Source: an optimization exercise on an open RTL-to-GDS flow (aim: small area and a short achievable clock period). Production flows keep margins and buffers that such runs may drop. RTL that was checked went through simulation tests only; none was proved equivalent to the original.

== main ==
Design CordicVectoring, start of the top module:
module CordicVectoring (
  input  wire        in_clk,
  input  wire        in_rst,
  input  wire        in_enable,
  input  wire [15:0] in_x,
  input  wire [15:0] in_y,
  output wire        out_valid,
  output wire [18:0] out_phase,
  output wire [15:0] out_x,
  output wire [15:0] out_y
);
  Cordic u_cordic (
    .in_clk    (in_clk),
    .in_rst    (in_rst),
    .in_enable (in_enable),
    .in_x      (in_x),
    .in_y      (in_y),
    .out_valid (out_valid),
    .out_phase (out_phase),
    .out_x     (out_x),
    .out_y     (out_y)
  );
endmodule
==> flow/config.mk <==
export PLATFORM = sky130hd
export DESIGN_NAME = CordicVectoring
export DESIGN_NICKNAME = CordicVectoring
export VERILOG_FILES = /design/flow/design.v
export SDC_FILE = /design/flow/constraint.sdc
export NUM_CORES = 4
export LEC_CHECK = 0
export CAP_MARGIN = 20
export CORE_MARGIN = 2
export CORE_UTILIZATION = 65
export CTS_CLUSTER_DIAMETER = 100
export CTS_CLUSTER_SIZE = 30
export SLEW_MARGIN = 20
==> flow/constraint.sdc <==
create_clock -name core_clock -period 9.0 [get_ports {in_clk}]
set_input_delay 1.8000 -clock core_clock [delete_from_list [all_inputs] [get_ports {in_clk}]]
set_output_delay 1.8000 -clock core_clock [all_outputs]
set_load 0.01 [all_outputs]
standard.sh (not shown) runs the stock make flow with config.mk's settings and CLKGATE_MAP_FILE= SYNTH_SCRIPT=/design/flow/synth_recipe.tcl, a recipe that flattens the netlist after the stock synthesis.
==> flow/flow/run.sh <==
#!/bin/bash
set -euo pipefail
bash standard.sh \
  SETUP_SLACK_MARGIN=6.0 \
  "BUFFER_PORTS_ARGS=-buffer_cell sky130_fd_sc_hd__buf_2" \
  finish > standard.log 2>&1
The final layout from main, which completed every stage, passed the timing, DRC and antenna checks at the end of the flow.
> inputs changed (main -> the feature branch)
- CORE_UTILIZATION changed from 65 to 55
### Flow results
- Where setup slack is concerned, main is outperformed by the feature branch.
- Per the comparison of the feature branch with main, detailed-routed wire length on met3 increased about 16%; relative area of clock buffers and inverters in the final design shows an increase of 0.36 points; post-layout minimum cycle time -0.021 ns.
- Layout overhead on the synthesized area ended up 0.83 points higher on the feature branch than on main.


Setup of lane 1:
Another version of the RTL of CordicVectoring (not shown whole).
Size: about 470 flip-flops, about 87 I/O pins, about 27000 um^2 of cells after synthesis.
clock: 9.0 ns
lec_check: 0
cap_margin: 20
core_margin: 2
core_utilization: 40
cts_cluster_diameter: 100
cts_cluster_size: 30
slew_margin: 20
==> flow/flow/run.sh <==
#!/bin/bash
set -euo pipefail
bash standard.sh \
  SETUP_SLACK_MARGIN=${MARGIN:-6.1} \
  "BUFFER_PORTS_ARGS=-buffer_cell sky130_fd_sc_hd__buf_2" \
  finish > standard.log 2>&1
Changes in lane 2 relative to lane 1:
-- flow/flow/run.sh --
<<< lane 1, line 4
  SETUP_SLACK_MARGIN=${MARGIN:-6.1} \
>>> lane 2, line 4
  SETUP_SLACK_MARGIN=${MARGIN:-5.9} \
==> comparison <==
Multi-input gate share of the layout cell area was higher in the run labelled lane 2. Lane 2 ended up with a lower global-route wire length before repair than lane 1 did. As of lane 2, final-stage net count had fallen slightly compared to lane 1.
No run of this note included a check of the RTL's function; only the layout flow was run.


RTL: one of the versions met above, not the one the previous note started from.
For scale: about 2,400 cells after synthesis, roughly 480 flip-flops, roughly 87 I/O pins, about 26,000 um^2 of cells after synthesis.
clock: 9.0 ns
lec_check: 0
cap_margin: 20
core_margin: 2
core_utilization: 55
cts_cluster_diameter: 100
cts_cluster_size: 30
slew_margin: 20
==> flow/flow/run.sh <==
#!/bin/bash
set -euo pipefail
bash standard.sh \
  SETUP_SLACK_MARGIN=5.9 \
  "BUFFER_PORTS_ARGS=-buffer_cell sky130_fd_sc_hd__buf_2" \
  finish > standard.log 2>&1
Edit:
==> flow/flow/run.sh (replaced) <==
#!/bin/bash
set -euo pipefail
bash standard.sh \
  SETUP_SLACK_MARGIN=${MARGIN:-5.9} \
  "BUFFER_PORTS_ARGS=-buffer_cell sky130_fd_sc_hd__buf_2" \
  finish > standard.log 2>&1
--- a/flow/config.mk
+++ b/flow/config.mk
@@ -8,6 +8,4 @@
 export CAP_MARGIN = 20
 export CORE_MARGIN = 2
-export CORE_UTILIZATION = 55
-export CTS_CLUSTER_DIAMETER = 100
-export CTS_CLUSTER_SIZE = 30
+export CORE_UTILIZATION = 40
 export SLEW_MARGIN = 20
=> The changed run finished with timing, DRC and antenna clean; final area is higher by a few percent; worst setup slack loses 0.012 ns; area after synthesis is unchanged; sequential share of layout area falls by 1.6 points; non-clock buffer count came out lower by 2; synthesized cell count is unchanged; via count rose slightly.
Edit:
==> flow/flow/run.sh (replaced) <==
#!/bin/bash
set -euo pipefail
bash standard.sh \
  SETUP_SLACK_MARGIN=${MARGIN:-6.0} \
  "BUFFER_PORTS_ARGS=-buffer_cell sky130_fd_sc_hd__buf_2" \
  finish > standard.log 2>&1
--- a/flow/config.mk
+++ b/flow/config.mk
@@ -9,3 +9,5 @@
 export CORE_MARGIN = 2
 export CORE_UTILIZATION = 40
+export CTS_CLUSTER_DIAMETER = 100
+export CTS_CLUSTER_SIZE = 24
 export SLEW_MARGIN = 20
Effect: Worst hold slack is better by 0.0091 ns. Synthesized area stays the same. Critical path depth climbs by 1. Core utilization drops by 0.27 points. Setup slack is better by 0.045 ns. Global-route usage climbs by 0.13 points. Final area drops by 0.58%. Cell count hardly moves. Non-clock buffer count climbs by 55.
Edit:
--- a/flow/config.mk
+++ b/flow/config.mk
@@ -8,6 +8,6 @@
 export CAP_MARGIN = 20
 export CORE_MARGIN = 2
-export CORE_UTILIZATION = 40
+export CORE_UTILIZATION = 55
 export CTS_CLUSTER_DIAMETER = 100
-export CTS_CLUSTER_SIZE = 24
+export CTS_CLUSTER_SIZE = 30
 export SLEW_MARGIN = 20
=>
- The new run finished with timing, DRC and antenna clean
- non-clock buffer count came out lower by 22
- worst hold slack degrades by 0.0067 ns
- area after synthesis is unchanged
- cell count shrinks by a little under a tenth
- wire length rises slightly
- worst setup slack improved by 0.011 ns
- utilization came out higher by 16 points


== rev 12 ==
Starting RTL as in the previous note.
Settings: LEC_CHECK=0, CAP_MARGIN=20, CORE_MARGIN=2, CORE_UTILIZATION=40, SLEW_MARGIN=20; clock period 9.0 ns.
==> flow/flow/run.sh <==
#!/bin/bash
set -euo pipefail
bash standard.sh \
  SETUP_SLACK_MARGIN=${MARGIN:-6.2} \
  "BUFFER_PORTS_ARGS=-buffer_cell sky130_fd_sc_hd__buf_2" \
  finish > standard.log 2>&1
Rev 12 completed; timing, DRC and antenna clean
Here is what was changed in the inputs of rev 13 compared with rev 12.
==> flow/flow/run.sh <==
#!/bin/bash
set -euo pipefail
bash standard.sh \
  SETUP_SLACK_MARGIN=${MARGIN:-6.0} \
  "BUFFER_PORTS_ARGS=-buffer_cell sky130_fd_sc_hd__buf_2" \
  finish > standard.log 2>&1
diff --git a/flow/config.mk b/flow/config.mk
--- a/flow/config.mk
+++ b/flow/config.mk
@@ -9,3 +9,6 @@
 export CORE_MARGIN = 2
 export CORE_UTILIZATION = 40
+export CTS_CLUSTER_DIAMETER = 100
+export CTS_CLUSTER_SIZE = 30
 export SLEW_MARGIN = 20
+export TNS_END_PERCENT = 30
### Flow results
Rev 12 → rev 13: layout overhead on the synthesized area went down, minimum setup slack in the final design went down 0.051 ns, relative max-transition margin dropped 9.1 points.


CordicVectoring again, from the RTL that the note above started with.
Settings: LEC_CHECK=0, CAP_MARGIN=20, CORE_MARGIN=2, CORE_UTILIZATION=40, CTS_CLUSTER_DIAMETER=100, CTS_CLUSTER_SIZE=30, SLEW_MARGIN=20; clock period 9.0 ns.
==> flow/flow/run.sh <==
#!/bin/bash
set -euo pipefail
bash standard.sh \
  SETUP_SLACK_MARGIN=${MARGIN:-6.1} \
  "BUFFER_PORTS_ARGS=-buffer_cell sky130_fd_sc_hd__buf_2" \
  finish > standard.log 2>&1
Then changed:
==> flow/flow/run.sh (replaced) <==
#!/bin/bash
set -euo pipefail
bash standard.sh \
  SETUP_SLACK_MARGIN=6.0 \
  "BUFFER_PORTS_ARGS=-buffer_cell sky130_fd_sc_hd__buf_2" \
  finish > standard.log 2>&1
Settings changed: CORE_UTILIZATION 40 to 55, PLACE_DENSITY set to 0.7.
Effect:
- The changed run produced a clean layout
- final area drops by 5.0%
- die area drops by 27%
Then changed:
==> flow/flow/run.sh (replaced) <==
#!/bin/bash
set -euo pipefail
bash standard.sh \
  SETUP_SLACK_MARGIN=${MARGIN:-6.0} \
  "BUFFER_PORTS_ARGS=-buffer_cell sky130_fd_sc_hd__buf_2" \
  finish > standard.log 2>&1
Settings changed: CORE_UTILIZATION 55 to 40, PLACE_DENSITY 0.7 to not set.
=> The new run finished with timing, DRC and antenna clean; clock-buffer cell count climbs by 4; clock skew went up by 0.0088 ns.
Then changed:
Settings changed: CTS_CLUSTER_DIAMETER 100 to not set, CTS_CLUSTER_SIZE 30 to not set.
Effect: Clock skew came out lower by 0.016 ns; global-route usage climbs by 0.37 points; core utilization is higher by 1.6 points.


Starting RTL as in the previous note.
Settings: LEC_CHECK=0, CAP_MARGIN=20, CORE_MARGIN=2, CORE_UTILIZATION=40, SLEW_MARGIN=20; clock period 9.0 ns.
==> flow/flow/run.sh <==
#!/bin/bash
set -euo pipefail
bash standard.sh \
  SETUP_SLACK_MARGIN=${MARGIN:-5.7} \
  "BUFFER_PORTS_ARGS=-buffer_cell sky130_fd_sc_hd__buf_2" \
  finish > standard.log 2>&1
The starting point finished with timing, DRC and antenna clean.
Rerun with:
==> flow/flow/run.sh (replaced) <==
#!/bin/bash
set -euo pipefail
bash standard.sh \
  SETUP_SLACK_MARGIN=${MARGIN:-5.9} \
  "BUFFER_PORTS_ARGS=-buffer_cell sky130_fd_sc_hd__buf_2" \
  finish > standard.log 2>&1
ABC_AREA = 1   (was not set)
After rerunning: The new run completed with no timing, DRC or antenna violations; design area is higher by 9.4%; die area grows by about 10%; non-clock buffer count drops by 5; count of clock-buffer cells in the layout rose by 5; register-to-register slack improves by 0.25 ns; fmax rose by about 8%; global-route usage came out higher by 0.58 points; area after synthesis goes up by 11%; utilization decreases by 0.54 points.
Rerun with:
ABC_AREA = not set   (was 1)
CTS_CLUSTER_DIAMETER = 100   (was not set)
CTS_CLUSTER_SIZE = 30   (was not set)
Outcome: The changed run passed the timing, DRC and antenna checks. Critical path depth climbs by 11. Hold slack improves by 0.016 ns. Global-route usage drops by 1.1 points. Wire length drops by 12%. Cell area drops by 10%. Synthesized area drops by 9.6%. Clock-buffer cell count drops by 52.
Rerun with:
CTS_CLUSTER_SIZE = 35   (was 30)
After rerunning:
- hold slack loses 0.0037 ns
- cell count is unchanged
- first-iteration DRC count goes down by 1.0%
- fmax stays flat
- register-to-register slack is about the same
- final area hardly moves
- die area is unchanged
- wire length goes down by 0.94%
- flip-flop and latch count stays the same
- worst setup slack loses 0.0074 ns


CordicVectoring, a different RTL version from the one above (not shown whole).
For scale: roughly 2,700 cells after synthesis, ~87 I/O pins, ~27,000 sq um of cells after synthesis.
## CordicVectoring
module CordicVectoring (
  input  wire        in_clk,
  input  wire        in_rst,
  input  wire        in_enable,
  input  wire [15:0] in_x,
  input  wire [15:0] in_y,
  output wire        out_valid,
  output wire [18:0] out_phase,
  output wire [15:0] out_x,
  output wire [15:0] out_y
);
  Cordic u_cordic (
    .in_clk    (in_clk),
    .in_rst    (in_rst),
    .in_enable (in_enable),
    .in_x      (in_x),
    .in_y      (in_y),
    .out_valid (out_valid),
    .out_phase (out_phase),
    .out_x     (out_x),
    .out_y     (out_y)
  );
endmodule
export LEC_CHECK = 0
export CAP_MARGIN = 20
export CORE_MARGIN = 2
export CORE_UTILIZATION = 40
export GPL_TIMING_DRIVEN = 1
export SLEW_MARGIN = 20
create_clock -name core_clock -period 9.0 [get_ports {in_clk}]
==> flow/flow/run.sh <==
#!/bin/bash
set -euo pipefail
bash standard.sh \
  SETUP_SLACK_MARGIN=${MARGIN:-6.0} \
  "BUFFER_PORTS_ARGS=-buffer_cell sky130_fd_sc_hd__buf_2" \
  finish > standard.log 2>&1
The first run completed with no timing, DRC or antenna violations.
==> next run, changes <==
- GPL_TIMING_DRIVEN: 1 -> not set
Outcome: The changed run completed without violations; setup slack stays the same; wire length does not change; design area is unchanged.


The RTL this note starts from:
==> flow/design.v <==
module Cordic (
  input  wire        in_clk,
  input  wire        in_rst,
  input  wire        in_enable,
  input  wire [15:0] in_x,
  input  wire [15:0] in_y,
  output wire        out_valid,
  output wire [18:0] out_phase,
  output wire [15:0] out_x,
  output wire [15:0] out_y
);
  function [18:0] atan;
    input integer i;
    begin
      case (i)
        0: atan = 19'h0c90f;
        1: atan = 19'h076b1;
        2: atan = 19'h03eb6;
        3: atan = 19'h01fd5;
        4: atan = 19'h00ffa;
        5: atan = 19'h007ff;
        6: atan = 19'h003ff;
        default: atan = 19'h001ff;
      endcase
    end
  endfunction
  reg [12:0] vld;
  always @(posedge in_clk or negedge in_rst)
    if (!in_rst) vld <= 13'b0;
    else         vld <= {vld[11:0], in_enable};
  assign out_valid = vld[12];
  reg signed [16:0] xr [0:8];
  reg signed [16:0] yr [0:8];
  reg        [7:0]  dr [1:9];    
  always @(posedge in_clk) begin
    xr[0] <= {in_x[15], in_x};
    yr[0] <= {in_y[15], in_y};
  end
  genvar i;
  generate
    for (i = 0; i < 8; i = i + 1) begin : g_stage
      wire               d  = yr[i][16];
      wire signed [16:0] xs = xr[i] >>> i;
      wire signed [16:0] ys = yr[i] >>> i;
      wire        [16:0] xn, yn;
      padd #(.N(17), .ARCH(0)) u_xadd (.a(xr[i]), .b(ys ^ {17{d}}),  .cin(d),  .s(xn));
      padd #(.N(17), .ARCH(0)) u_yadd (.a(yr[i]), .b(xs ^ {17{~d}}), .cin(~d), .s(yn));
      always @(posedge in_clk) begin
        xr[i+1] <= xn;
        yr[i+1] <= yn;
      end
      if (i == 0) begin : g_d0
        always @(posedge in_clk) dr[1] <= {7'b0, d};
      end else begin : g_dn
        always @(posedge in_clk) dr[i+1] <= (dr[i] & ((8'd1 << i) - 8'd1)) | ({7'b0, d} << i);
      end
    end
  endgenerate
  reg [15:0] xa, ya;      
  reg [11:0] xb, yb;      
  reg        xc, yc;      
  function [28:0] gain1;   
    input signed [16:0] v;
    reg signed [18:0] a;
    reg signed [23:0] b;
    reg        [3:0]  lo;
    begin
      a  = (v <<< 2) + v;
      b  = (v <<< 6) + (v <<< 3) + v;
      lo = {1'b0, a[2:0]} - {1'b0, b[11:9]} - {3'b0, |v[8:0]};
      gain1 = {lo[3], a[18:3], b[23:12]};
    end
  endfunction
  wire [28:0] gx = gain1(xr[8]);
  wire [28:0] gy = gain1(yr[8]);
  always @(posedge in_clk) begin
    {xc, xa, xb} <= gx;
    {yc, ya, yb} <= gy;
    dr[9]        <= dr[8];
  end
  function [18:0] zsum;
    input [3:0] dirs;
    input integer base;
    integer k;
    begin
      zsum = 19'd0;
      for (k = 0; k < 4; k = k + 1)
        zsum = dirs[k] ? zsum - atan(base + k) : zsum + atan(base + k);
    end
  endfunction
  wire [18:0] zlo [0:15];
  wire [18:0] zhi [0:15];
  genvar j;
  generate
    for (j = 0; j < 16; j = j + 1) begin : g_ztab
      assign zlo[j] = zsum(j, 0);
      assign zhi[j] = zsum(j, 4);
    end
  endgenerate
  reg [15:0] ox, oy;
  reg [18:0] oz;
  always @(posedge in_clk) begin
    ox <= xa - {{4{xb[11]}}, xb} - xc;
    oy <= ya - {{4{yb[11]}}, yb} - yc;
    oz <= zlo[dr[9][3:0]] + zhi[dr[9][7:4]];
  end
  assign out_x = ox;
  assign out_y = oy;
  assign out_phase = oz;
endmodule
module padd #(parameter N = 17, ARCH = 0) (
  input  wire [N-1:0] a,
  input  wire [N-1:0] b,
  input  wire         cin,
  output wire [N-1:0] s
);
  localparam W = N + 1;              
  localparam L = $clog2(W);
  localparam D = 2 * L;              
  wire [W*(D+1)-1:0] g, p;           
  assign g[W-1:0] = {a & b, cin};
  assign p[W-1:0] = {a ^ b, 1'b0};
  genvar l, k;
  generate
    for (l = 0; l < D; l = l + 1) begin : lv
      for (k = 0; k < W; k = k + 1) begin : bt
        localparam integer J =
          (ARCH == 0) ? ((l < L && ((k >> l) & 1)) ? ((k >> l) << l) - 1 : -1) :
          (ARCH == 2) ? ((l < L && k >= (1 << l)) ? k - (1 << l) : -1) :
          (l < L) ? ((((k + 1) % (2 << l)) == 0) ? k - (1 << l) : -1) :
          (l < 2 * L - 1) ? (((((k + 1) % (2 << (2 * L - 2 - l))) == (1 << (2 * L - 2 - l))) &&
                              k >= (2 << (2 * L - 2 - l))) ? k - (1 << (2 * L - 2 - l)) : -1) : -1;
        if (J >= 0) begin : c
          assign g[(l+1)*W+k] = g[l*W+k] | (p[l*W+k] & g[l*W+J]);
          assign p[(l+1)*W+k] = p[l*W+k] & p[l*W+J];
        end else begin : n
          assign g[(l+1)*W+k] = g[l*W+k];
          assign p[(l+1)*W+k] = p[l*W+k];
        end
      end
    end
  endgenerate
  assign s = p[W-1:1] ^ g[D*W+N-1:D*W];
endmodule
module CordicVectoring (
  input  wire        in_clk,
  input  wire        in_rst,
  input  wire        in_enable,
  input  wire [15:0] in_x,
  input  wire [15:0] in_y,
  output wire        out_valid,
  output wire [18:0] out_phase,
  output wire [15:0] out_x,
  output wire [15:0] out_y
);
  Cordic u_cordic (
    .in_clk    (in_clk),
    .in_rst    (in_rst),
    .in_enable (in_enable),
    .in_x      (in_x),
    .in_y      (in_y),
    .out_valid (out_valid),
    .out_phase (out_phase),
    .out_x     (out_x),
    .out_y     (out_y)
  );
endmodule
clock: 9.0 ns
lec_check: 0
cap_margin: 20
core_margin: 2
core_utilization: 40
slew_margin: 20
==> flow/flow/run.sh <==
#!/bin/bash
set -euo pipefail
bash standard.sh \
  SETUP_SLACK_MARGIN=${MARGIN:-6.1} \
  "BUFFER_PORTS_ARGS=-buffer_cell sky130_fd_sc_hd__buf_2" \
  finish > standard.log 2>&1
The first run ran to the end with no violations.
Next try:
Settings changed: CORE_UTILIZATION 40 to 65, PLACE_DENSITY set to 0.75.
Result:
- utilization grows by 29 points
- routed wire length rose by 7.6%
- final cell count came out lower by 8.3%
- sequential share of layout area goes up by 0.26 points
- fmax went up by about 1.6%
Next try:
==> flow/flow/run.sh (replaced) <==
#!/bin/bash
set -euo pipefail
bash standard.sh \
  SETUP_SLACK_MARGIN=${MARGIN:-5.8} \
  "BUFFER_PORTS_ARGS=-buffer_cell sky130_fd_sc_hd__buf_2" \
  finish > standard.log 2>&1
Settings changed: CORE_UTILIZATION 65 to 40, PLACE_DENSITY 0.75 to not set.
The changed run completed with no timing, DRC or antenna violations.
Wire length fell by about 13%.
Final area shrinks by about 3.5%.
Hold slack improved by 0.0062 ns.
Synthesized cell count stays the same.
Synthesized area does not change.
Die area goes up by about 60%.
Critical path depth stays the same.
Next try:
==> flow/flow/run.sh (replaced) <==
#!/bin/bash
set -euo pipefail
bash standard.sh \
  SETUP_SLACK_MARGIN=${MARGIN:-6.25} \
  "BUFFER_PORTS_ARGS=-buffer_cell sky130_fd_sc_hd__buf_2" \
  finish > standard.log 2>&1
Result: Final area rises by 9.3%. Routed wire length rises by 16%. Utilization rises by 4.2 points. Final cell count rises by 3.4%. Die area stays the same. First-iteration DRC count rises by 7.4%. Area after synthesis does not change. Worst setup slack is better by 0.17 ns.
Function was not checked in any run of this note: the RTL went through the layout flow alone.

-- afterwards: timing with drivers on the ports --
How much do the figures lean on ideal ports? The routed layouts below were timed once more, with nothing changed but the port constraints.
Step 1 (the two cells are an assumption about what drives the block):
set clk [get_ports {in_clk}]
set_driving_cell -lib_cell sky130_fd_sc_hd__clkbuf_16 $clk
set_driving_cell -lib_cell sky130_fd_sc_hd__buf_2 [delete_from_list [all_inputs] $clk]
Step 2 adds t to the input delays and takes it off the output delays; t is the mean of the earliest and latest rising clock arrival at the registers after step 1. Input paths then give back, and output paths get back, about the clock's delay inside the block.
a / b / c = ideal ports / drivers / drivers and shift; a / b = the first two.
run	t, ns	setup WS [ns]	worst data-port slew with drivers (ns)
main	0.605	6.040 / 6.040 / 6.040	0.06
the feature branch	0.605	6.061 / 6.061 / 6.061	0.05
lane 1	0.657	5.779 / 5.779 / 5.779	0.03
lane 2	0.641	5.791 / 5.791 / 5.791	0.03
the first run of note 3	0.614	6.017 / 6.017 / 6.017	0.05
the second run of note 3	0.641	6.005 / 6.005 / 6.005	0.04
the third run of note 3	0.637	6.050 / 6.050 / 6.050	0.05
the fourth run of note 3	0.605	6.061 / 6.061 / 6.061	0.05
rev 12	0.667	6.049 / 6.049 / 6.049	0.04
rev 13	0.637	5.998 / 5.999 / 5.999	0.04
the first run of note 5	0.624	6.119 / 6.082 / 6.119	0.04
the second run of note 5	0.614	6.066 / 6.066 / 6.066	0.05
the third run of note 5	0.615	6.072 / 6.072 / 6.072	0.05
the fourth run of note 5	0.637	6.066 / 6.066 / 6.066	0.04
the first run of note 6	0.659	5.865 / 5.865 / 5.865	0.04
the second run of note 6	0.671	6.087 / 6.024 / 6.119	0.04
the third run of note 6	0.625	5.988 / 5.988 / 5.988	0.04
the fourth run of note 6	0.619	5.981 / 5.981 / 5.981	0.04
the first run of note 7	0.671	6.012 / 6.012 / 6.012	0.04
the second run of note 7	0.671	6.012 / 6.012 / 6.012	0.04
the first run of note 8	0.659	6.040 / 6.040 / 6.040	0.05
the second run of note 8	0.643	6.088 / 6.084 / 6.088	0.04
the third run of note 8	0.653	5.958 / 5.958 / 5.958	0.04
the fourth run of note 8	0.669	6.126 / 6.071 / 6.126	0.03
After both steps setup and hold are still met in every run listed.
